From an optimization exercise on the open Yosys and OpenROAD flow, aimed at small area, a short achievable clock period and few clock cycles per item; shortcuts taken in it are not production practice.
At most, simulation tests tie the RTL to the original design; equivalence was not proved.
For runs 1, 3 and 4, only the layout was checked, not whether the RTL still works.

===== config.mk =====
export PLATFORM = sky130hd
export DESIGN_NAME = divider_400bit
export DESIGN_NICKNAME = divider_400bit
export VERILOG_FILES = /design/flow/design.v
export SDC_FILE = /design/flow/constraint.sdc
export NUM_CORES = 4
export LEC_CHECK = 0
export CAP_MARGIN = 20
export CORE_MARGIN = 2
export CORE_UTILIZATION = 40
export SLEW_MARGIN = 20

===== constraint.sdc =====
create_clock -name core_clock -period 40.0 [get_ports {clk}]
set_input_delay 8.0000 -clock core_clock [delete_from_list [all_inputs] [get_ports {clk}]]
set_output_delay 8.0000 -clock core_clock [all_outputs]
set_load 0.01 [all_outputs]

===== design.v =====
module divider_400bit (
    input wire clk,
    input wire rst,
    input wire start,
    input wire [399:0] dividend,
    input wire [7:0] divisor,
    output reg [399:0] quotient,
    output reg done
);
    reg busy;                     
    reg setup;                    
    reg [5:0] idx;             
    reg [8:0] chunk;            
    reg [7:0] rem;                
    reg [7:0] dvs;                
    reg [10:0] mul3;            
    reg [10:0] mul5;            
    reg [10:0] mul7;            
    wire [404:0] dpad = {5'd0, dividend};
    reg [8:0] nchunk;
    integer j;
    always @* begin
        nchunk = 9'd0;
        for (j = 0; j < 45; j = j + 1)
            nchunk = nchunk | (dpad[404 - 9*j -: 9] & {9{idx == j}});
    end
    wire [7:0] r0 = rem;
    wire [10:0] t0 = {r0, chunk[8:6]};
    wire [11:0] df0_1 = {1'b0, t0} - {1'b0, {3'd0, dvs}};
    wire [11:0] df0_2 = {1'b0, t0} - {1'b0, ({3'd0, dvs} << 1)};
    wire [11:0] df0_3 = {1'b0, t0} - {1'b0, mul3};
    wire [11:0] df0_4 = {1'b0, t0} - {1'b0, ({3'd0, dvs} << 2)};
    wire [11:0] df0_5 = {1'b0, t0} - {1'b0, mul5};
    wire [11:0] df0_6 = {1'b0, t0} - {1'b0, (mul3 << 1)};
    wire [11:0] df0_7 = {1'b0, t0} - {1'b0, mul7};
    reg [7:0] r1;
    reg [2:0] q0;
    always @* begin
        r1 = t0[7:0];
        q0 = 3'd0;
        if (!df0_1[11]) begin r1 = df0_1[7:0]; q0 = 3'd1; end
        if (!df0_2[11]) begin r1 = df0_2[7:0]; q0 = 3'd2; end
        if (!df0_3[11]) begin r1 = df0_3[7:0]; q0 = 3'd3; end
        if (!df0_4[11]) begin r1 = df0_4[7:0]; q0 = 3'd4; end
        if (!df0_5[11]) begin r1 = df0_5[7:0]; q0 = 3'd5; end
        if (!df0_6[11]) begin r1 = df0_6[7:0]; q0 = 3'd6; end
        if (!df0_7[11]) begin r1 = df0_7[7:0]; q0 = 3'd7; end
    end
    wire [10:0] t1 = {r1, chunk[5:3]};
    wire [11:0] df1_1 = {1'b0, t1} - {1'b0, {3'd0, dvs}};
    wire [11:0] df1_2 = {1'b0, t1} - {1'b0, ({3'd0, dvs} << 1)};
    wire [11:0] df1_3 = {1'b0, t1} - {1'b0, mul3};
    wire [11:0] df1_4 = {1'b0, t1} - {1'b0, ({3'd0, dvs} << 2)};
    wire [11:0] df1_5 = {1'b0, t1} - {1'b0, mul5};
    wire [11:0] df1_6 = {1'b0, t1} - {1'b0, (mul3 << 1)};
    wire [11:0] df1_7 = {1'b0, t1} - {1'b0, mul7};
    reg [7:0] r2;
    reg [2:0] q1;
    always @* begin
        r2 = t1[7:0];
        q1 = 3'd0;
        if (!df1_1[11]) begin r2 = df1_1[7:0]; q1 = 3'd1; end
        if (!df1_2[11]) begin r2 = df1_2[7:0]; q1 = 3'd2; end
        if (!df1_3[11]) begin r2 = df1_3[7:0]; q1 = 3'd3; end
        if (!df1_4[11]) begin r2 = df1_4[7:0]; q1 = 3'd4; end
        if (!df1_5[11]) begin r2 = df1_5[7:0]; q1 = 3'd5; end
        if (!df1_6[11]) begin r2 = df1_6[7:0]; q1 = 3'd6; end
        if (!df1_7[11]) begin r2 = df1_7[7:0]; q1 = 3'd7; end
    end
    wire [10:0] t2 = {r2, chunk[2:0]};
    wire [11:0] df2_1 = {1'b0, t2} - {1'b0, {3'd0, dvs}};
    wire [11:0] df2_2 = {1'b0, t2} - {1'b0, ({3'd0, dvs} << 1)};
    wire [11:0] df2_3 = {1'b0, t2} - {1'b0, mul3};
    wire [11:0] df2_4 = {1'b0, t2} - {1'b0, ({3'd0, dvs} << 2)};
    wire [11:0] df2_5 = {1'b0, t2} - {1'b0, mul5};
    wire [11:0] df2_6 = {1'b0, t2} - {1'b0, (mul3 << 1)};
    wire [11:0] df2_7 = {1'b0, t2} - {1'b0, mul7};
    reg [7:0] r3;
    reg [2:0] q2;
    always @* begin
        r3 = t2[7:0];
        q2 = 3'd0;
        if (!df2_1[11]) begin r3 = df2_1[7:0]; q2 = 3'd1; end
        if (!df2_2[11]) begin r3 = df2_2[7:0]; q2 = 3'd2; end
        if (!df2_3[11]) begin r3 = df2_3[7:0]; q2 = 3'd3; end
        if (!df2_4[11]) begin r3 = df2_4[7:0]; q2 = 3'd4; end
        if (!df2_5[11]) begin r3 = df2_5[7:0]; q2 = 3'd5; end
        if (!df2_6[11]) begin r3 = df2_6[7:0]; q2 = 3'd6; end
        if (!df2_7[11]) begin r3 = df2_7[7:0]; q2 = 3'd7; end
    end
    wire [8:0] qk = {q0, q1, q2};
    always @(posedge clk) begin
        if (start && !busy) begin
            dvs <= divisor;
            rem <= 8'd0;
        end
        if (setup) begin
            mul3 <= 11'd3 * {3'd0, dvs};
            mul5 <= 11'd5 * {3'd0, dvs};
            mul7 <= 11'd7 * {3'd0, dvs};
        end
        if (setup || busy) chunk <= nchunk;
        if (busy && !setup) begin
            quotient <= {quotient[390:0], qk};
            rem <= r3;
        end
    end
    always @(posedge clk or posedge rst) begin
        if (rst) begin
            busy <= 1'b0;
            setup <= 1'b0;
            done <= 1'b0;
            idx <= 6'd0;
        end else begin
            done <= 1'b0;
            setup <= 1'b0;
            if (busy) begin
                if (idx == 6'd45) begin
                    busy <= 1'b0;
                    done <= 1'b1;
                    idx <= 6'd0;
                end else begin
                    idx <= idx + 1'b1;
                end
            end else if (start) begin
                busy <= 1'b1;
                setup <= 1'b1;
            end
        end
    end
endmodule

===== flow/run.sh =====
#!/bin/bash
# Own layout flow: the standard flow (standard.sh) with smaller port buffers,
# a lighter clock tree and a timing-repair margin. Every tool's output goes to a log
# file in this folder (make_*.log) and ORFS's own logs under orfs/logs/.
set -euo pipefail
cd "$(dirname "$0")/.."
# Port buffers: one small buffer on every input and output port.
export BUFFER_PORTS_ARGS="-buffer_cell sky130_fd_sc_hd__buf_1"
# Clock tree: smaller clock buffers, bigger sink clusters, no dummy loads.
export CTS_ARGS="-sink_clustering_enable -repair_clock_nets -buf_list {sky130_fd_sc_hd__clkbuf_8} -sink_clustering_size 15 -sink_clustering_max_diameter 80 -dont_use_dummy_load"
# Timing repair aims for this much setup slack (ns) at the design's clock period.
export SETUP_SLACK_MARGIN=30
export TNS_END_PERCENT=20
bash standard.sh finish > make_finish.log 2>&1

===== standard.sh =====
#!/bin/bash
# synth_recipe.tcl (not shown) runs the flow's synth.tcl, then flattens the netlist and writes it again
# the make line also repeats each setting of config.mk as NAME=value (left out here)
make -C /OpenROAD-flow-scripts/flow DESIGN_CONFIG=/design/flow/config.mk WORK_HOME=/design/flow/orfs CLKGATE_MAP_FILE= SYNTH_SCRIPT=/design/flow/synth_recipe.tcl "${@:-finish}"

==> results of run 1 <==
## worst paths after layout
| kind | start | end | slack [ns] |
|---|---|---|---|
| setup / recovery | dividend[277] | chunk[7] | 30.08 |
| hold / removal | quotient[24] | quotient[33] | 0.42 |
| setup reg to reg | mul7[1] | quotient[0] | 30.51 |
| hold reg to reg | quotient[24] | quotient[33] | 0.42 |
| max in group asynchronous | rst | idx[2] | 32.19 |
| min in group asynchronous | rst | setup | 7.38 |
## per-layer routing
metal  track usage, %  up-vias  wire length, um
met5                0        -                0
met4            23.75        0             9542
met3            8.699      353            11540
met2            54.27     1461            54080
met1            40.97    11380            44420
li1                 -    10220                -
## state kept, by name (all words and copies together), names as in the netlist
register	cells
quotient	400
mul7	11
mul5	10
chunk	9
dvs	8
mul3	8
rem	8
idx	6
busy	1
done	1
setup	1
## layout make-up
class	count	area share, %
inverters	102	1.296
well taps	855	3.421
diodes	17	0.1360
multi-input cells	1533	37.73
flip-flops and latches	463	44.32
clock buffers	41	1.805
repair buffers	876	11.29
## worst register-to-register path, delay by kind of cell (launching register included)
family / cells / cell delay, ns
AND/OR/NAND/NOR: 8 / 2.32
AO/OA/AOI/OAI: 19 / 4.14
adder cells (fa/ha/maj): 3 / 0.97
buffers and inverters: 4 / 1.18
flip-flops: 1 / 0.36
multiplexers: 1 / 0.29
## cells by family after synthesis
kind of cell / Yosys count / synth area share [%]
and+or+nand+nor: 488 / 9.682
AOI/OAI and AO/OA: 692 / 19.10
buffers and inverters: 125 / 1.850
xor gates and xnor gates: 95 / 3.187
muxes: 9 / 0.3595
adders and majority gates: 249 / 12.74
DFF: 463 / 53.09
## what timing repair did
item | 4_1_cts | 5_1_grt
hold endpoints to repair | 0 | 0
resized for setup | 0 | 4
setup endpoints to repair | 0 | 8
setup buffers | 0 | 2
## per-stage QoR
step,worst slack (ns),hold WS (ns)
2_1_floorplan,30.75,0.4842
3_3_place_gp,29.65,0.4291
3_5_place_dp,29.70,0.4294
4_1_cts,30.35,0.4195
5_1_grt,30.02,0.4365
6_report,30.08,0.4244
## synth_stat cells (6+ instances only)
| cell | number |
|---|---|
| xor2_1 | 33 |
| nand3b_1 | 8 |
| nand2b_1 | 30 |
| fa_1 | 28 |
| nand2_1 | 92 |
| nand3_1 | 37 |
| nor2_1 | 123 |
| a221oi_1 | 51 |
| o21bai_1 | 16 |
| mux2i_1 | 6 |
| ha_1 | 221 |
| xnor2_1 | 62 |
| a31oi_1 | 10 |
| and3_1 | 11 |
| o2111ai_1 | 9 |
| and2_1 | 8 |
| o21ai_0 | 90 |
| nor4_1 | 10 |
| o311ai_0 | 7 |
| nor3_1 | 40 |
| a22oi_1 | 115 |
| or2_2 | 9 |
| a211o_1 | 7 |
| a211oi_1 | 21 |
| o21a_1 | 28 |
| dfrtp_1 | 9 |
| nand4_1 | 35 |
| edfxtp_1 | 454 |
| clkbuf_1 | 18 |
| or3_1 | 8 |
| o211ai_1 | 21 |
| inv_1 | 99 |
| o21ai_1 | 6 |
| or4_1 | 6 |
| a21o_1 | 56 |
| a21oi_1 | 117 |
| a22o_1 | 44 |
| o31ai_1 | 14 |
| nor2b_1 | 43 |
| a221o_1 | 6 |
| o221ai_1 | 7 |
==> results.cfg, run 1 <==
[finish]
fin_area_um2 = 31270
syn2layout_area_growth_pct = 19.78
regArea_um2 = 13860
final_common_cell = buf_1
mostFrequentLayoutCells = 811 x buf_1, 454 x edfxtp_1, 221 x ha_1
drive_above_1_share_pct = 5.041
nets = 3677
layout.cells.non_filler = 3887
utilization_pct = 48.51
multiInputGateArea_um2 = 11800
fill_cells = 6046

[grt]
grt_max_degree = 194
grt_overflow = 0
antenna_found_initial = 18
grt_pass1_vias = 22720
grt_pass1_wl_mm = 164.1
track_usage_pct = 34.27

[clocking]
cts.reportedPaths.clkPinSlew_ns = 0.09
cts_buffers = 41
cts_tree = built
ctsHoldBuffers = 0
h-tree-depth = 2
cts.sinks = 463
cts-root-buf = clkbuf_8
cts_buffer_depth = 3
insertion_delay_ns = 0.61

[placed_design]
gp_congestion = 1.105
postPlaceCellArea_um2 = 30610
dp.cells = 3825
dp_hpwl_mm = 96.63
port_buffers = 811

[floorplanning]
initial_core_util_pct = 40.50
die_x_um = 259.5
coreArea_um2 = 64460
dieHeight_um = 259.5
die_area_um2 = 67320
ioPinCount = 812
rows = 93

[hold_path]
whs_path_depth = 0
hold_class = reg -> reg

[detailed_routing]
num_vias = 23420
wl_mm = 119.6
drc = 0
drtIter0Drc = 2699
wl_per_cell_um = 30.76
ant_nets = 0
dr.pass1.iters = 8
avgViaCountPerCell = 6.024

[synthesis]
synth-edff-count = 454
netlist_area_um2 = 26110
synth_ff_type = edfxtp_1
syn_nets = 2781
yosysWarnings = 1
synth-seq-cells = 463
async_flop_share_pct = 1.944
yosysSeqAreaShare_pct = 53.09
synth_top_area_share_pct = 52.22
synth_area_leaders = edfxtp_1 52%, ha_1 11%, a22oi_1 3.3%, a21oi_1 2.2%, fa_1 2.1%
postSynthCellCount = 2121
synth_area_per_cell_um2 = 12.31
synth.distinct_cells = 91
synth_top_area_cell = edfxtp_1

[status]
status = timing/DRC/antenna clean

[sta]
finalHoldViolCount = 0
tightestPinTransition_ns = 1.315
fmax_mhz = 100.8
report.final.setup_viol = 0
tns_ns = 0
period_needed_ns = 9.917
slew_violations = 0
slew_headroom_pct = 12.00
rsz0062_at_grt = no
finalCritPeriodShare_pct = 24.79
fin_skew_ns = 0.05760

[worst_setup_path]
crit_cells = 6
max_stage_delay_ns = 0.97
cp_max_fo = 1
start_kind = input pin
cp_slowest_cell = nor4_1
path_cells = buf_1, a22o_1, a221oi_1, nand3_1, nor4_1, nand4_1
critPathArrivalTime_ns = 10.14
cp-end-kind = register
critPathBufInv = 1
cp_top_family = simple AND/OR/NAND/NOR gates
criticalPathCategory = in -> reg
rr_worst_depth = 35
crit_required_ns = 40.22

[run]
drv_cap = 0
==> run 2, diff against run 1 <==
--- a/design.v
+++ b/design.v
@@ -90,20 +90,14 @@
     end
     wire [8:0] qk = {q0, q1, q2};
     always @(posedge clk) begin
-        if (start && !busy) begin
-            dvs <= divisor;
-            rem <= 8'd0;
-        end
-        if (setup) begin
-            mul3 <= 11'd3 * {3'd0, dvs};
-            mul5 <= 11'd5 * {3'd0, dvs};
-            mul7 <= 11'd7 * {3'd0, dvs};
-        end
-        if (setup || busy) chunk <= nchunk;
-        if (busy && !setup) begin
+        dvs <= divisor;
+        mul3 <= 11'd3 * {3'd0, dvs};
+        mul5 <= 11'd5 * {3'd0, dvs};
+        mul7 <= 11'd7 * {3'd0, dvs};
+        chunk <= nchunk;
+        rem <= (busy && !setup) ? r3 : 8'd0;
+        if (busy)
             quotient <= {quotient[390:0], qk};
-            rem <= r3;
-        end
     end
     always @(posedge clk or posedge rst) begin
         if (rst) begin
==> run 2 against run 1 <==
  * Highest routed layer is now met5
  * Maximum frequency up 3.3%
  * Synthesized cell count up 1.4%
  * Synthesized area down 2.3%
  * Die area down 2.2%
  * Sequential share of layout area down 0.76 points
  * Final area down 2.2%
==> results.cfg, run 2 <==
[status]
status = timing/DRC/antenna clean

[finish]
layout.cells.non_filler = 3884
syn2layout_area_growth_pct = 19.84
final_common_cell = buf_1
largest_reg_flops = 400
mostFrequentLayoutCells = 811 x buf_1, 400 x edfxtp_1, 221 x ha_1
top_register = quotient
reg_top3 = quotient x400, mul7 x11, mul5 x10
nets = 3692
fin_area_um2 = 30580
drive_above_1_share_pct = 4.884

[sta]
rsz0062_at_grt = no
finalHoldViolCount = 0
fin_skew_ns = 0.06682
tns_ns = 0
finalCritPeriodShare_pct = 24.01
slew_violations = 0
tightestPinTransition_ns = 1.221
fmax_mhz = 104.1
report.final.setup_viol = 0
slew_headroom_pct = 18.27
period_needed_ns = 9.603

[synthesis]
syn_nets = 2810
synth_commonest_cells = 400 x edfxtp_1, 221 x ha_1, 146 x nor2_1
synth-edff-count = 400
synth_top_area_cell = edfxtp_1
synth_area_leaders = edfxtp_1 47%, ha_1 11%, dfxtp_1 4.2%, a22oi_1 4.0%, fa_1 2.2%
synth-seq-cells = 463
netlist_area_um2 = 25520
synth.most_common_cell = edfxtp_1
synth.distinct_cells = 88
yosysWarnings = 1
synth_area_per_cell_um2 = 11.87
postSynthCellCount = 2150
yosysSeqAreaShare_pct = 52.19
async_flop_share_pct = 1.944
synth_ff_type = edfxtp_1
synth_top_area_share_pct = 47.07

[worst_setup_path]
path_cells = buf_1, a22o_1, a221oi_1, nand4_1, nor3_1, nand2_1
crit_required_ns = 40.43
cp_max_fo = 1
cp_slowest_cell = nor3_1
cp-end-kind = register
max_stage_delay_ns = 0.93
critPathArrivalTime_ns = 10.04
criticalPathCategory = in -> reg
start_kind = input pin
rr_worst_depth = 34

[detailed_routing]
drtIter0Drc = 2598
avgViaCountPerCell = 6.009
wl_per_cell_um = 31.66
drc = 0
dr.pass1.iters = 6
ant_nets = 0
num_vias = 23340
wl_mm = 123.0

[grt]
grt_pass1_wl_mm = 169.4
grt_overflow = 0
track_usage_pct = 36.12
grt_max_degree = 92
grt_pass1_vias = 23090
antenna_found_initial = 13

[placed_design]
dp_hpwl_mm = 100.3
postPlaceCellArea_um2 = 29980
port_buffers = 811
dp.cells = 3835
gp_congestion = 1.108

[clocking]
cts_buffer_depth = 3
cts.sinks = 463
cts_tree = built
cts-root-buf = clkbuf_8
cts.reportedPaths.clkPinSlew_ns = 0.10
cts_buffers = 37
insertion_delay_ns = 0.61
ctsHoldBuffers = 0
h-tree-depth = 2

[floorplanning]
dieHeight_um = 256.6
ioPinCount = 812
initial_core_util_pct = 40.45
die_area_um2 = 65830
rows = 92
coreArea_um2 = 63080
die_x_um = 256.6

[run]
drv_cap = 0

[hold_path]
hold_class = reg -> reg
whs_path_depth = 0
==> run 2: cell types whose count changed in the layout (fill, tap and decap cells not counted), moves of 13 or more <==
cell      previous run  this run
dfxtp_1              0        54
edfxtp_1           454       400
a22oi_1            115       137
o21ai_0             90       108
nand2_1             92       109
a221oi_1            51        35
nor2_1             120       134
a22o_1              44        31
==> run 2: final timing paths <==
path,startpoint,to,slack (ns)
min in group asynchronous,rst,setup,7.37
max in group asynchronous,rst,busy,32.27
max,dividend[216],chunk[0],30.40
min reg2reg,quotient[147],quotient[156],0.40
min,quotient[147],quotient[156],0.40
max reg2reg,dvs[7],rem[5],30.64
==> run 2: layer usage <==
layer	vias to the layer above	track usage, %	wire, um
li1	10190	-	-
met3	331	10.23	12220
met1	11390	41.51	44530
met4	4	23.72	9514
met5	-	0	31
met2	1432	58.96	56670
==> run 2: critical path: cells and delay by family <==
kind,cells,cell delay [ns]
AO/OA/AOI/OAI,2,0.53
buffers and inverters,1,0.32
AND/OR/NAND/NOR,3,1.20
==> run 2: final cells by class <==
cell class              count  area, um^2
well taps                 846        1059
fillers                  5995       32500
multi-input cells        1556       11770
clock buffers              37       509.2
flip-flops and latches    463       13320
diodes                      8       20.02
repair buffers            872        3510
inverters                 102       386.6
==> run 2: timing repair <==
action	4_1_cts	5_1_grt
gates resized for setup	0	8
setup buffers	0	4
setup endpoints to repair	0	11
==> run 2: cell families (layout without fill, tap and decap cells) <==
group	count (synthesis)	after routing	share of synthesized area, %
fa+ha+maj	249	249	13.03
mux	15	15	0.5982
xor+xnor	80	80	2.746
compound gates	686	686	19.00
simple gates	526	526	10.44
other cells	0	8	0
flops	463	463	52.19
buf+inv	131	1011	1.991
==> run 2: per-stage QoR <==
stage	hold WS (ns)	setup slack, ns	utilization [%]
after CTS	0.4053	30.42	48.33
after floorplan	0.4842	30.03	-
after global routing	0.4208	30.05	48.46
after detailed placement	0.4317	30.08	47.52
after global placement	0.4260	30.00	47.49
final	0.4028	30.40	48.48
Testbench counts of run 2, summed over its fixed seeds: cycles 15,040, items 320.
==> run 3, diff against run 2 <==
--- a/design.v
+++ b/design.v
@@ -9,23 +9,23 @@
 );
     reg busy;                     
     reg setup;                    
-    reg [5:0] idx;             
-    reg [8:0] chunk;            
+    reg [4:0] idx;             
+    reg [14:0] chunk;            
     reg [7:0] rem;                
     reg [7:0] dvs;                
     reg [10:0] mul3;            
     reg [10:0] mul5;            
     reg [10:0] mul7;            
     wire [404:0] dpad = {5'd0, dividend};
-    reg [8:0] nchunk;
+    reg [14:0] nchunk;
     integer j;
     always @* begin
-        nchunk = 9'd0;
-        for (j = 0; j < 45; j = j + 1)
-            nchunk = nchunk | (dpad[404 - 9*j -: 9] & {9{idx == j}});
+        nchunk = 15'd0;
+        for (j = 0; j < 27; j = j + 1)
+            nchunk = nchunk | (dpad[404 - 15*j -: 15] & {15{idx == j}});
     end
     wire [7:0] r0 = rem;
-    wire [10:0] t0 = {r0, chunk[8:6]};
+    wire [10:0] t0 = {r0, chunk[14:12]};
     wire [11:0] df0_1 = {1'b0, t0} - {1'b0, {3'd0, dvs}};
     wire [11:0] df0_2 = {1'b0, t0} - {1'b0, ({3'd0, dvs} << 1)};
     wire [11:0] df0_3 = {1'b0, t0} - {1'b0, mul3};
@@ -46,7 +46,7 @@
         if (!df0_6[11]) begin r1 = df0_6[7:0]; q0 = 3'd6; end
         if (!df0_7[11]) begin r1 = df0_7[7:0]; q0 = 3'd7; end
     end
-    wire [10:0] t1 = {r1, chunk[5:3]};
+    wire [10:0] t1 = {r1, chunk[11:9]};
     wire [11:0] df1_1 = {1'b0, t1} - {1'b0, {3'd0, dvs}};
     wire [11:0] df1_2 = {1'b0, t1} - {1'b0, ({3'd0, dvs} << 1)};
     wire [11:0] df1_3 = {1'b0, t1} - {1'b0, mul3};
@@ -67,7 +67,7 @@
         if (!df1_6[11]) begin r2 = df1_6[7:0]; q1 = 3'd6; end
         if (!df1_7[11]) begin r2 = df1_7[7:0]; q1 = 3'd7; end
     end
-    wire [10:0] t2 = {r2, chunk[2:0]};
+    wire [10:0] t2 = {r2, chunk[8:6]};
     wire [11:0] df2_1 = {1'b0, t2} - {1'b0, {3'd0, dvs}};
     wire [11:0] df2_2 = {1'b0, t2} - {1'b0, ({3'd0, dvs} << 1)};
     wire [11:0] df2_3 = {1'b0, t2} - {1'b0, mul3};
@@ -88,31 +88,73 @@
         if (!df2_6[11]) begin r3 = df2_6[7:0]; q2 = 3'd6; end
         if (!df2_7[11]) begin r3 = df2_7[7:0]; q2 = 3'd7; end
     end
-    wire [8:0] qk = {q0, q1, q2};
+    wire [10:0] t3 = {r3, chunk[5:3]};
+    wire [11:0] df3_1 = {1'b0, t3} - {1'b0, {3'd0, dvs}};
+    wire [11:0] df3_2 = {1'b0, t3} - {1'b0, ({3'd0, dvs} << 1)};
+    wire [11:0] df3_3 = {1'b0, t3} - {1'b0, mul3};
+    wire [11:0] df3_4 = {1'b0, t3} - {1'b0, ({3'd0, dvs} << 2)};
+    wire [11:0] df3_5 = {1'b0, t3} - {1'b0, mul5};
+    wire [11:0] df3_6 = {1'b0, t3} - {1'b0, (mul3 << 1)};
+    wire [11:0] df3_7 = {1'b0, t3} - {1'b0, mul7};
+    reg [7:0] r4;
+    reg [2:0] q3;
+    always @* begin
+        r4 = t3[7:0];
+        q3 = 3'd0;
+        if (!df3_1[11]) begin r4 = df3_1[7:0]; q3 = 3'd1; end
+        if (!df3_2[11]) begin r4 = df3_2[7:0]; q3 = 3'd2; end
+        if (!df3_3[11]) begin r4 = df3_3[7:0]; q3 = 3'd3; end
+        if (!df3_4[11]) begin r4 = df3_4[7:0]; q3 = 3'd4; end
+        if (!df3_5[11]) begin r4 = df3_5[7:0]; q3 = 3'd5; end
+        if (!df3_6[11]) begin r4 = df3_6[7:0]; q3 = 3'd6; end
+        if (!df3_7[11]) begin r4 = df3_7[7:0]; q3 = 3'd7; end
+    end
+    wire [10:0] t4 = {r4, chunk[2:0]};
+    wire [11:0] df4_1 = {1'b0, t4} - {1'b0, {3'd0, dvs}};
+    wire [11:0] df4_2 = {1'b0, t4} - {1'b0, ({3'd0, dvs} << 1)};
+    wire [11:0] df4_3 = {1'b0, t4} - {1'b0, mul3};
+    wire [11:0] df4_4 = {1'b0, t4} - {1'b0, ({3'd0, dvs} << 2)};
+    wire [11:0] df4_5 = {1'b0, t4} - {1'b0, mul5};
+    wire [11:0] df4_6 = {1'b0, t4} - {1'b0, (mul3 << 1)};
+    wire [11:0] df4_7 = {1'b0, t4} - {1'b0, mul7};
+    reg [7:0] r5;
+    reg [2:0] q4;
+    always @* begin
+        r5 = t4[7:0];
+        q4 = 3'd0;
+        if (!df4_1[11]) begin r5 = df4_1[7:0]; q4 = 3'd1; end
+        if (!df4_2[11]) begin r5 = df4_2[7:0]; q4 = 3'd2; end
+        if (!df4_3[11]) begin r5 = df4_3[7:0]; q4 = 3'd3; end
+        if (!df4_4[11]) begin r5 = df4_4[7:0]; q4 = 3'd4; end
+        if (!df4_5[11]) begin r5 = df4_5[7:0]; q4 = 3'd5; end
+        if (!df4_6[11]) begin r5 = df4_6[7:0]; q4 = 3'd6; end
+        if (!df4_7[11]) begin r5 = df4_7[7:0]; q4 = 3'd7; end
+    end
+    wire [14:0] qk = {q0, q1, q2, q3, q4};
     always @(posedge clk) begin
         dvs <= divisor;
         mul3 <= 11'd3 * {3'd0, dvs};
         mul5 <= 11'd5 * {3'd0, dvs};
         mul7 <= 11'd7 * {3'd0, dvs};
         chunk <= nchunk;
-        rem <= (busy && !setup) ? r3 : 8'd0;
+        rem <= (busy && !setup) ? r5 : 8'd0;
         if (busy)
-            quotient <= {quotient[390:0], qk};
+            quotient <= {quotient[384:0], qk};
     end
     always @(posedge clk or posedge rst) begin
         if (rst) begin
             busy <= 1'b0;
             setup <= 1'b0;
             done <= 1'b0;
-            idx <= 6'd0;
+            idx <= 5'd0;
         end else begin
             done <= 1'b0;
             setup <= 1'b0;
             if (busy) begin
-                if (idx == 6'd45) begin
+                if (idx == 5'd27) begin
                     busy <= 1'b0;
                     done <= 1'b1;
-                    idx <= 6'd0;
+                    idx <= 5'd0;
                 end else begin
                     idx <= idx + 1'b1;
                 end
--- a/flow/run.sh
+++ b/flow/run.sh
@@ -9,6 +9,9 @@
 # Clock tree: smaller clock buffers, bigger sink clusters, no dummy loads.
 export CTS_ARGS="-sink_clustering_enable -repair_clock_nets -buf_list {sky130_fd_sc_hd__clkbuf_8} -sink_clustering_size 15 -sink_clustering_max_diameter 80 -dont_use_dummy_load"
 # Timing repair aims for this much setup slack (ns) at the design's clock period.
-export SETUP_SLACK_MARGIN=30
+export SETUP_SLACK_MARGIN=30.5
 export TNS_END_PERCENT=20
+# Synthesis: leave adders as plain gates for ABC (no full/half-adder cells); the
+# registers are the standard synthesis's.
+export ADDER_MAP_FILE=
 bash standard.sh finish > make_finish.log 2>&1
--- a/config.mk
+++ b/config.mk
@@ -5,6 +5,7 @@
 export SDC_FILE = /design/flow/constraint.sdc
 export NUM_CORES = 4
 export LEC_CHECK = 0
+export ABC_AREA = 1
 export CAP_MARGIN = 20
 export CORE_MARGIN = 2
 export CORE_UTILIZATION = 40
==> run 3 against run 2 <==
  * Sequential cell count increased by 5
  * Die area increased by 27%
  * Critical path type unchanged
  * Worst setup slack got worse by 0.66 ns
  * Highest routed layer unchanged
  * Register-to-register slack improved by 0.39 ns
  * Hold slack improved by 0.019 ns
  * Synthesized cell count increased by 100%
  * Critical path depth increased by 6
  * Synthesized area increased by 27%
  * Global-route usage decreased by 2.6 points
  * Clock-buffer cell count increased by 1
==> results.cfg, run 3 <==
[status]
status = timing/DRC/antenna clean

[detailed_routing]
avgViaCountPerCell = 5.540
ant_nets = 0
drc = 0
wl_mm = 147.9
wl_per_cell_um = 23.68
dr.pass1.iters = 8
drtIter0Drc = 3378
num_vias = 34610

[clocking]
cts_tree = built
cts.reportedPaths.clkPinSlew_ns = 0.10
ctsHoldBuffers = 0
cts.sinks = 468
cts_buffer_depth = 3
cts-root-buf = clkbuf_8
cts_buffers = 38
h-tree-depth = 2
insertion_delay_ns = 0.66

[synthesis]
synth_fa_ha_area_share_pct = 0.03468
netlist_area_um2 = 32470
synth-seq-cells = 468
synth.most_common_cell = nand2_1
syn_nets = 4769
synth_top_family_by_area = simple AND/OR/NAND/NOR gates
synth-simple-area-share_pct = 36.31
synth_commonest_cells = 1467 x nand2_1, 410 x nor2_1, 402 x nand3_1
yosysSeqAreaShare_pct = 41.31
synth.distinct_cells = 66
muxShareOfSynthArea_pct = 0
async_flop_share_pct = 1.709
synth_top_area_share_pct = 36.99
yosysWarnings = 1
synth_top_area_cell = edfxtp_1
synth-edff-count = 400
synth_ff_type = edfxtp_1
synth_area_per_cell_um2 = 7.451
synth_area_leaders = edfxtp_1 37%, nand2_1 17%, nand3_1 6.2%, nor2_1 4.7%, dfxtp_1 3.7%
postSynthCellCount = 4358
synth_compound_area_share_pct = 10.38
synth_xor_area_share_pct = 4.936

[hold_path]
hold_class = reg -> reg
whs_path_depth = 0
hp-start = quotient[291]

[finish]
fill_cells = 8324
nets = 5586
drive_above_1_share_pct = 11.87
reg_top3 = quotient x400, chunk x15, mul7 x11
largest_reg_flops = 400
utilization_pct = 47.74
mostFrequentLayoutCells = 1455 x nand2_1, 807 x buf_1, 400 x edfxtp_1
top_register = quotient
final_common_cell = nand2_1
layout.cells.non_filler = 6247
syn2layout_area_growth_pct = 18.22

[worst_setup_path]
start_kind = input pin
max_stage_delay_ns = 0.41
cp-end-kind = register
critPathArrivalTime_ns = 10.81
reg2reg_from = mul3[3]
crit_required_ns = 40.54
cp_max_fo = 1
worstSetupStartpoint = dividend[375]
criticalPathCategory = in -> reg
path_cells = buf_4, a221oi_2, nand4_1, a31oi_1, nand3_1, a221oi_2, nand4_1, a221o_1, a221oi_2, nand4_1, a221oi_2, nand4_1
cp_slowest_cell = a221o_1
rr_worst_depth = 60

[sta]
period_needed_ns = 10.27
fmax_mhz = 97.40
report.final.setup_viol = 0
rsz0062_at_grt = yes
finalHoldViolCount = 0
slew_violations = 0
tns_ns = 0
tightestPinTransition_ns = 1.106
finalCritPeriodShare_pct = 25.67
slew_headroom_pct = 25.97
fin_skew_ns = 0.07935

[floorplanning]
initial_core_util_pct = 40.38
ioPinCount = 812
dieHeight_um = 288.9
coreArea_um2 = 80420
rows = 104
die_area_um2 = 83470
die_x_um = 288.9

[grt]
antenna_found_initial = 20
grt_pass1_wl_mm = 206.3
grt_pass1_vias = 31620
track_usage_pct = 33.56
grt_max_degree = 84
grt_overflow = 0

[placed_design]
dp.cells = 6146
dp_hpwl_mm = 113.6
gp_congestion = 1.005
port_buffers = 811

[run]
drv_cap = 0
==> run 3: cells by family (layout without fill, tap and decap cells) <==
kind of cell               count (synthesis)  after routing
and+or+nand+nor                         2647           2652
AOI/OAI and AO/OA                        545            545
buffers and inverters                    514           1324
DFF                                      468            468
xor gates and xnor gates                 183            183
adders and majority gates                  1              1
other                                      0             14
==> run 3: path summary, 6_finish.rpt <==
check	slack [ns]	end
min in group asynchronous	7.44	idx[4]
worst max register to register	31.03	rem[5]
max in group asynchronous	32.24	done
worst max-delay path	29.73	chunk[0]
worst min-delay path	0.42	quotient[306]
worst min register to register	0.42	quotient[306]
==> run 3: per-layer routing <==
layer / global-route usage (%) / wire length (um) / vias to the layer above
li1: - / - / 16240
met1: 41.47 / 56050 / 16140
met4: 20.86 / 10300 / 2
met2: 53.70 / 66380 / 1860
met3: 6.953 / 15180 / 367
met5: 0 / 11 / -
==> run 3: area by class of cell <==
| cell class | instances | area (um^2) | area share [%] |
|---|---|---|---|
| Multi-Input combinational cell | 3381 | 17570 | 45.78 |
| Sequential cell | 468 | 13450 | 35.04 |
| Timing Repair Buffer | 908 | 3956 | 10.31 |
| Inverter | 378 | 1523 | 3.966 |
| Tap cell | 1060 | 1326 | 3.455 |
| Clock buffer | 38 | 523.0 | 1.362 |
| Antenna cell | 14 | 35.03 | 0.09126 |
==> run 3: what timing repair did <==
item / 4_1_cts / 5_1_grt
buffers inserted: 0 / 42
pin swaps: 29 / 22
cloned: 0 / 7
gates resized for setup: 49 / 177
endpoints found under the setup margin: 26 / 26
==> run 3: per-stage QoR <==
step | instance area [um^2] | setup WS (ns) | hold slack, ns
floorplan | 32510 | 29.88 | 0.3507
global placement | 36460 | 28.96 | 0.4247
detailed placement | 36460 | 28.90 | 0.4302
CTS | 37240 | 29.91 | 0.4241
global route | 38380 | 29.58 | 0.4344
finish | 38390 | 29.73 | 0.4222
==> run 3: worst max-delay path: cells and delay by family <==
family	cells	cell delay, ns
AO/OA/AOI/OAI	6	1.56
AND/OR/NAND/NOR	5	1.09
buffers and inverters	1	0.15
==> run 4, diff against run 3 <==
--- a/design.v
+++ b/design.v
@@ -8,7 +8,6 @@
     output reg done
 );
     reg busy;                     
-    reg setup;                    
     reg [4:0] idx;             
     reg [14:0] chunk;            
     reg [7:0] rem;                
@@ -16,14 +15,13 @@
     reg [10:0] mul3;            
     reg [10:0] mul5;            
     reg [10:0] mul7;            
-    wire [404:0] dpad = {5'd0, dividend};
-    reg [14:0] nchunk;
-    integer j;
-    always @* begin
-        nchunk = 15'd0;
-        for (j = 0; j < 27; j = j + 1)
-            nchunk = nchunk | (dpad[404 - 15*j -: 15] & {15{idx == j}});
+    wire [14:0] nchunk;
+    wire [26:0] sel;             
+    genvar g;
+    for (g = 0; g < 27; g = g + 1) begin : sel_
+        assign sel[g] = idx == g;
     end
+    div400_chunk_mux chunk_mux (.dividend(dividend), .sel(sel), .chunk(nchunk));
     wire [7:0] r0 = rem;
     wire [10:0] t0 = {r0, chunk[14:12]};
     wire [11:0] df0_1 = {1'b0, t0} - {1'b0, {3'd0, dvs}};
@@ -133,23 +131,21 @@
     wire [14:0] qk = {q0, q1, q2, q3, q4};
     always @(posedge clk) begin
         dvs <= divisor;
-        mul3 <= 11'd3 * {3'd0, dvs};
-        mul5 <= 11'd5 * {3'd0, dvs};
-        mul7 <= 11'd7 * {3'd0, dvs};
+        mul3 <= 11'd3 * {3'd0, divisor};
+        mul5 <= 11'd5 * {3'd0, divisor};
+        mul7 <= 11'd7 * {3'd0, divisor};
         chunk <= nchunk;
-        rem <= (busy && !setup) ? r5 : 8'd0;
+        rem <= busy ? r5 : 8'd0;
         if (busy)
             quotient <= {quotient[384:0], qk};
     end
     always @(posedge clk or posedge rst) begin
         if (rst) begin
             busy <= 1'b0;
-            setup <= 1'b0;
             done <= 1'b0;
             idx <= 5'd0;
         end else begin
             done <= 1'b0;
-            setup <= 1'b0;
             if (busy) begin
                 if (idx == 5'd27) begin
                     busy <= 1'b0;
@@ -160,8 +156,25 @@
                 end
             end else if (start) begin
                 busy <= 1'b1;
-                setup <= 1'b1;
+                idx <= 5'd1;
             end
         end
     end
 endmodule
+module div400_chunk_mux (
+    input wire [399:0] dividend,
+    input wire [26:0] sel,
+    output wire [14:0] chunk
+);
+    wire [404:0] dpad = {5'd0, dividend};
+    genvar b, j;
+    generate
+        for (b = 0; b < 15; b = b + 1) begin : bit_
+            wire [26:0] hit;
+            for (j = 0; j < 27; j = j + 1) begin : chunk_
+                assign hit[j] = dpad[404 - 15*j - (14 - b)] & sel[j];
+            end
+            assign chunk[b] = |hit;
+        end
+    endgenerate
+endmodule
--- a/flow/run.sh
+++ b/flow/run.sh
@@ -9,8 +9,8 @@
 # Clock tree: smaller clock buffers, bigger sink clusters, no dummy loads.
 export CTS_ARGS="-sink_clustering_enable -repair_clock_nets -buf_list {sky130_fd_sc_hd__clkbuf_8} -sink_clustering_size 15 -sink_clustering_max_diameter 80 -dont_use_dummy_load"
 # Timing repair aims for this much setup slack (ns) at the design's clock period.
-export SETUP_SLACK_MARGIN=30.5
-export TNS_END_PERCENT=20
+export SETUP_SLACK_MARGIN=30.2
+export TNS_END_PERCENT=10
 # Synthesis: leave adders as plain gates for ABC (no full/half-adder cells); the
 # registers are the standard synthesis's.
 export ADDER_MAP_FILE=
==> run 4 against run 3 <==
  * Die area decreased by 2.3%
  * Hold slack got worse by 0.0065 ns
  * Register-to-register slack got worse by 0.10 ns
  * Critical path type unchanged
  * Largest cell class unchanged
==> results.cfg, run 4 <==
[status]
status = timing/DRC/antenna clean

[finish]
mostFrequentLayoutCells = 1398 x nand2_1, 808 x buf_1, 400 x edfxtp_1
drive_above_1_share_pct = 9.941
nets = 5342
utilization_pct = 46.64
reg_top3 = quotient x400, chunk x15, mul7 x11
multiInputGateArea_um2 = 16540
fin_area_um2 = 36720
regArea_um2 = 13370
syn2layout_area_growth_pct = 15.77
final_common_cell = nand2_1
top_register = quotient
largest_reg_flops = 400
layout.cells.non_filler = 5985
fill_cells = 8097

[run]
drv_cap = 0

[placed_design]
place_ws_ns = 29.70
postPlaceCellArea_um2 = 35800
gp_congestion = 1.068
dp_hpwl_mm = 105.1
dp.cells = 5937
port_buffers = 811

[worst_setup_path]
criticalPathCategory = in -> reg
critPathBufInv = 2
cp_max_fo = 1
critPathArrivalTime_ns = 10.18
start_kind = input pin
cp-end-kind = register
path_cells = buf_1, a22o_1, a221oi_1, nand3_1, a2111oi_0, buf_4, nand4_1
max_stage_delay_ns = 0.92
cp_top_family = compound AO/OA/AOI/OAI gates
crit_required_ns = 40.49
cp_slowest_cell = a2111oi_0

[floorplanning]
rows = 103
coreArea_um2 = 78740
die_x_um = 285.6
ioPinCount = 812
die_area_um2 = 81570
initial_core_util_pct = 40.28
dieHeight_um = 285.6

[synthesis]
synth_top_area_cell = edfxtp_1
synth-edff-count = 400
synth.distinct_cells = 74
synth_commonest_cells = 1402 x nand2_1, 400 x edfxtp_1, 360 x nor2_1
yosysWarnings = 1
synth_top_area_share_pct = 37.87
yosysSeqAreaShare_pct = 42.08
synth_area_leaders = edfxtp_1 38%, nand2_1 17%, nand3_1 5.3%, nor2_1 4.3%, xor2_1 3.8%
synth-seq-cells = 465
synth.most_common_cell = nand2_1
synth_ff_type = edfxtp_1
netlist_area_um2 = 31720
async_flop_share_pct = 1.505
syn_nets = 4558
postSynthCellCount = 4147
synth_area_per_cell_um2 = 7.649

[clocking]
ctsHoldBuffers = 0
cts-root-buf = clkbuf_8
cts.sinks = 465
h-tree-depth = 2
insertion_delay_ns = 0.64
cts_tree = built
cts_buffers = 38
cts.reportedPaths.clkPinSlew_ns = 0.10
cts_buffer_depth = 3

[detailed_routing]
drc = 0
avgViaCountPerCell = 5.502
ant_nets = 0
drtIter0Drc = 3142
wl_mm = 137.1
dr.pass1.iters = 9
num_vias = 32930
wl_per_cell_um = 22.92

[sta]
hold_slack_ns = 0.4157
finalHoldViolCount = 0
rsz0062_at_grt = yes
finalCritPeriodShare_pct = 24.22
setup_ws_ns = 30.31
report.final.setup_viol = 0
period_needed_ns = 9.688
fin_skew_ns = 0.07850
slew_violations = 0
slew_headroom_pct = 28.05
tns_ns = 0
fmax_mhz = 103.2
tightestPinTransition_ns = 1.079

[grt]
grt_overflow = 0
grt_pass1_wl_mm = 194.0
grt_pass1_vias = 30070
track_usage_pct = 31.97
grt_max_degree = 171
antenna_found_initial = 8

[hold_path]
hold_class = reg -> reg
-- run 4: cell count changes after synthesis, sizes merged, moves of 10 or more --
cell / previous run / this run
xor2: 130 / 141
a31oi: 41 / 29
a22oi: 0 / 14
nor2: 458 / 394
nand4: 101 / 91
nand2: 1591 / 1529
inv: 370 / 358
a22o: 6 / 43
nand3: 445 / 379
buf: 86 / 76
a21oi: 243 / 208
-- run 4: area by class of cell --
type / count / area share, %
multi-input combinational: 3199 / 45.03
sequential: 465 / 36.40
timing repair buffer: 866 / 9.670
inverter: 361 / 3.860
tap: 1050 / 3.578
clock buffer: 38 / 1.424
antenna: 6 / 0.04089
-- run 4: worst paths after layout --
path,slack (ns),start,cells after the start,to
max,30.31,dividend[112],7,chunk[7]
min,0.42,quotient[9],0,quotient[24]
max reg2reg,30.93,dvs[4],66,quotient[1]
min reg2reg,0.42,quotient[9],0,quotient[24]
max in group asynchronous,32.33,rst,2,busy
min in group asynchronous,7.33,rst,2,done
-- run 4: kinds of logic (layout without fill, tap and decap cells) --
family                   after synthesis  after routing  synth area share (%)
adder cells (fa/ha/maj)                4              4                0.1341
AND/OR/NAND/NOR                     2463           2463                 34.88
AO/OA/AOI/OAI                        542            542                 10.97
flip-flops                           465            465                 42.08
XOR/XNOR                             190            190                 5.341
other                                  0              6                     0
buffers and inverters                483           1265                 6.591
-- run 4: per-layer routing --
| layer | global-route usage, % | share of wire, % | wire length, um |
|---|---|---|---|
| met1 | 38.04 | 37 | 50790 |
| met2 | 52.99 | 46 | 63700 |
| met3 | 5.949 | 9.2 | 12580 |
| met4 | 20.94 | 7.3 | 10040 |
| met5 | 0 | 0.027 | 37 |
-- run 4: timing repair --
item,4_1_cts,5_1_grt
endpoints found under the hold margin,0,0
setup buffers,0,4
gates resized for setup,0,90
setup endpoints to repair,0,12

-- static timing again, ports no longer ideal --
The flow's constraints put no driver on any port. The routed layouts listed below were extracted and timed again, unchanged, in two steps.
Step 1 sets driving cells, clkbuf_16 on the clock port and buf_2 on the other inputs (assumed; they add their load-dependent delay and slew).
Step 2 moves the port delays by t, midway between the first and last clock arrival at a register: inputs arrive t later, outputs are due t later. That takes back most of the time a late clock gives input paths.
a / b / c = ideal / step 1 / step 2; a / b = the first two.
| run | t, ns | setup WS [ns] | hold slack, ns | worst slew at a driven data input, ns |
|---|---|---|---|---|
| run 1 | 0.648 | 30.083 / 30.110 / 29.462 | 0.424 / 0.424 / 0.424 | 0.18 |
| run 2 | 0.652 | 30.397 / 30.441 / 29.789 | 0.403 / 0.403 / 0.403 | 0.23 |
| run 3 | 0.685 | 29.733 / 29.753 / 29.068 | 0.422 / 0.422 / 0.422 | 0.17 |
| run 4 | 0.663 | 30.312 / 30.344 / 29.681 | 0.416 / 0.416 / 0.416 | 0.18 |
After both steps every run listed still meets setup and hold. The setup slack of run 3, which loses most, moves by +0.020 ns with the drivers and by -0.665 ns with both steps.
